This design comes from an exercise in tuning for small area on the open sky130 flow, not from production work. In this exercise RTL edits were held to simulation tests only and were not proved equivalent to the original. No activity file was given, so power comes from the tool's default toggle rates.

## job 101
// alu_top
module alu_top(clk, a, b, s, result, zero);
input clk;
input [15:0] a, b;
input [3:0] s;
output reg [15:0] result;
output reg zero;
reg [15:0] a_q, b_q;
reg [3:0] s_q;
wire [15:0] alu_result;
wire alu_zero;
always @(posedge clk) begin
    a_q <= a;
    b_q <= b;
    s_q <= s;
    result <= alu_result;
    zero <= alu_zero;
end
alu u_alu(.a(a_q), .b(b_q), .s(s_q), .result(alu_result), .zero_detection(alu_zero));
endmodule
==> flow/config.mk <==
export PLATFORM = sky130hd
export DESIGN_NAME = alu_top
export DESIGN_NICKNAME = alu_top
export VERILOG_FILES = /design/flow/design.v
export SDC_FILE = /design/flow/constraint.sdc
export NUM_CORES = 4
export LEC_CHECK = 0
export CAP_MARGIN = 5
export CORE_MARGIN = 2
export CORE_UTILIZATION = 65
export GPL_TIMING_DRIVEN = 0
export PLACE_DENSITY = 0.75
export SLEW_MARGIN = 5
export SYNTH_HIERARCHICAL = 1
export SYNTH_MINIMUM_KEEP_SIZE = 0
==> flow/constraint.sdc <==
create_clock -name core_clock -period 8.0 [get_ports {clk}]
set_input_delay 1.6000 -clock core_clock [delete_from_list [all_inputs] [get_ports {clk}]]
set_output_delay 1.6000 -clock core_clock [all_outputs]
set_load 0.01 [all_outputs]
standard.sh (not shown) runs the stock make flow with config.mk's settings and CLKGATE_MAP_FILE= SYNTH_SCRIPT=/design/flow/synth_recipe.tcl, a recipe that flattens the netlist after the stock synthesis.
==> flow/flow/run.sh <==
#!/bin/bash
# The standard layout (standard.sh: the standard synthesis, then ORFS to
# finish) with these ORFS options: the smallest buffer, sky130_fd_sc_hd__buf_1,
# on every port; the buffers Yosys/ABC put in removed before placement (ORFS
# re-buffers where slew, capacitance or timing need it); ABC sizing its gates
# for a light load (ABC_LOAD_IN_FF=1); ORFS's power recovery (downsizing gates
# off the critical paths) after global routing; and clock tree synthesis with
# ORFS's default arguments plus -dont_use_dummy_load.
# Between synthesis and floorplan, flow/downsize.tcl puts every gate at its
# smallest drive strength; ORFS's repair steps size up what needs it.
set -euo pipefail
ARGS=("BUFFER_PORTS_ARGS=-buffer_cell sky130_fd_sc_hd__buf_1" REMOVE_ABC_BUFFERS=1 RECOVER_POWER=100 ABC_LOAD_IN_FF=1 "CTS_ARGS=-sink_clustering_enable -repair_clock_nets -dont_use_dummy_load")
bash standard.sh "${ARGS[@]}" synth > orfs_make_synth.log 2>&1
R=orfs/results/$FLOW_PLATFORM/alu_top/base
LIB_FILE=$FLOW_HOME/platforms/$FLOW_PLATFORM/lib/sky130_fd_sc_hd__tt_025C_1v80.lib SYNTH_ODB=$R/1_synth.odb \
  openroad -no_init -exit flow/downsize.tcl > downsize.log 2>&1
bash standard.sh "${ARGS[@]}" finish > orfs_make.log 2>&1
==> flow/flow/downsize.tcl <==
# Puts every gate of the synthesized netlist at its smallest drive strength
# (the same cell type, so the same function and footprint), leaving it to the
# ORFS repair steps that follow to size up or buffer where slew, capacitance
# or timing need it. Registers keep their type (only their drive may change).
read_liberty $::env(LIB_FILE)
read_db $::env(SYNTH_ODB)
set db [ord::get_db]
set block [ord::get_db_block]
set n 0
foreach inst [$block getInsts] {
  set m [[$inst getMaster] getName]
  if {![regexp {^(sky130_fd_sc_hd__[a-z0-9]+)_([0-9]+)$} $m -> base size]} { continue }
  set best $m
  set best_area [expr {[[$inst getMaster] getWidth] * [[$inst getMaster] getHeight]}]
  foreach s {0 1 2} {
    set cand ${base}_$s
    if {$cand eq $m} { continue }
    set cm [$db findMaster $cand]
    if {$cm eq "NULL"} { continue }
    set a [expr {[$cm getWidth] * [$cm getHeight]}]
    if {$a < $best_area} { set best $cand; set best_area $a }
  }
  if {$best ne $m} {
    replace_cell [$inst getName] $best
    incr n
  }
}
puts "downsize: replaced $n cells"
write_db $::env(SYNTH_ODB)
Edits applied to the flow inputs when going from job 101 to job 102:
diff --git a/flow/design.v b/flow/design.v
--- a/flow/design.v
+++ b/flow/design.v
@@ -588,39 +588,31 @@
   wire in241, ix242;
   alu_nand2 u_in241(.a(ia240), .b(fc91), .y(in241));
   alu_xnor u_ix242(.a(fs200), .b(in241), .y(ix242));
   wire ia243;
   alu_and2 u_ia243(.a(ia240), .b(fs200), .y(ia243));
   wire in244, ix245;
   alu_nand2 u_in244(.a(ia243), .b(fc91), .y(in244));
   alu_xnor u_ix245(.a(xs230), .b(in244), .y(ix245));
-  wire ina246;
-  alu_nand2 u_ina246(.a(ia243), .b(xs230), .y(ina246));
   wire [15:0] p = {ix245, ix242, ix239, ix236, ix233, ix231, fs90, fs72, fs56, fs42, fs30, fs20, fs12, fs6, fs2, fs0};
-  wire blk_or = fs108 | fs128 | fs150 | fs174 | fs200 | xs230;
-  wire blk_nand = ina246;
-  wire late = fc91;
   wire top_ne = a[15] ^ b[15];
   wire cmp_top = a[15] ^ ~s[0];
   wire keep_p = keep & ~c_cmp;
   wire sel_p = keep_p & ~c_shr;
   wire sel_r = keep_p & c_shr;
   wire sel_c = c_cmp & ~top_ne;                        
   wire one_c = c_cmp & top_ne & cmp_top;               
   alu_ao221 u_r0(.a1(p[0]), .a2(sel_p), .b1(p[15]), .b2(sel_r | sel_c), .c(one_c), .y(result[0]));
   generate
     for (gi = 1; gi < 16; gi = gi + 1) begin : g_r
       alu_ao22 u_r(.a1(p[gi]), .a2(sel_p), .b1(p[15-gi]), .b2(sel_r), .y(result[gi]));
     end
   endgenerate
-  wire hi_or;
-  alu_mux2 u_hi(.a(blk_or), .b(blk_nand), .s(late), .y(hi_or));
-  wire hi_or9;
-  alu_or2 u_hi9(.a(hi_or), .b(p[9]), .y(hi_or9));
+  wire hi_or9 = (p[15:9] != 7'd0);
   wire lo_or = keep_p & (p[8:0] != 9'd0) | one_c;
   alu_aoi221 u_z(.a1(keep_p), .a2(hi_or9), .b1(sel_c), .b2(p[15]), .c(lo_or), .y(zero_detection));
 endmodule
 module alu_fa(a, b, c, s, co);
   input a, b, c;
   output s, co;
   assign s = a ^ b ^ c;
   assign co = (a & b) | (a & c) | (b & c);
Results
Job 102: flow completed, timing, DRC and antenna clean
Delta (job 102 minus job 101): global-route wire length before repair went down by 1.4%; maximum fanout along the worst path picked up an extra 3.
Compared with job 101, job 102 shows a lower required time at the worst-slack endpoint.
Diff job 102..job 101 | number of clock sinks | unchanged
Job 102 ends up with lower worst-case setup margin in the final layout than job 101 does.
Per the comparison of job 102 with job 101, HPWL after detailed placement went down, area figure in the yosys stat output went down, met1 track utilization from global routing went down.
Job 102 vs job 101 — overall power consumption dropped 0.95%.
Internal power delta for job 102 relative to job 101: about 0.9% lower
Compared job 102 against job 101; final layout net count within noise.
Maximum frequency ends up higher on job 101.

## static timing again, ports no longer ideal
In the flow no input, the clock included, has a driving cell. The finished layouts below were timed again as built, in two steps. Step 1, drivers: a clkbuf_16 drives clk and a buf_2 each remaining input, both assumed. Step 2, shift: input delay + t, output delay - t, t = (earliest + latest rising clock arrival at the registers) / 2. This alone moves slack from input paths to output paths. a / b / c = ideal / step 1 / step 2; a / b = the first two.
run | t, ns | slack for setup (ns) | pins driven straight from the clock port
job 101 | 0.318 | 0.400 / 0.400 / 0.400 | 1
job 102 | 0.319 | 0.325 / 0.325 / 0.325 | 1
After both steps every run listed still meets setup and hold.
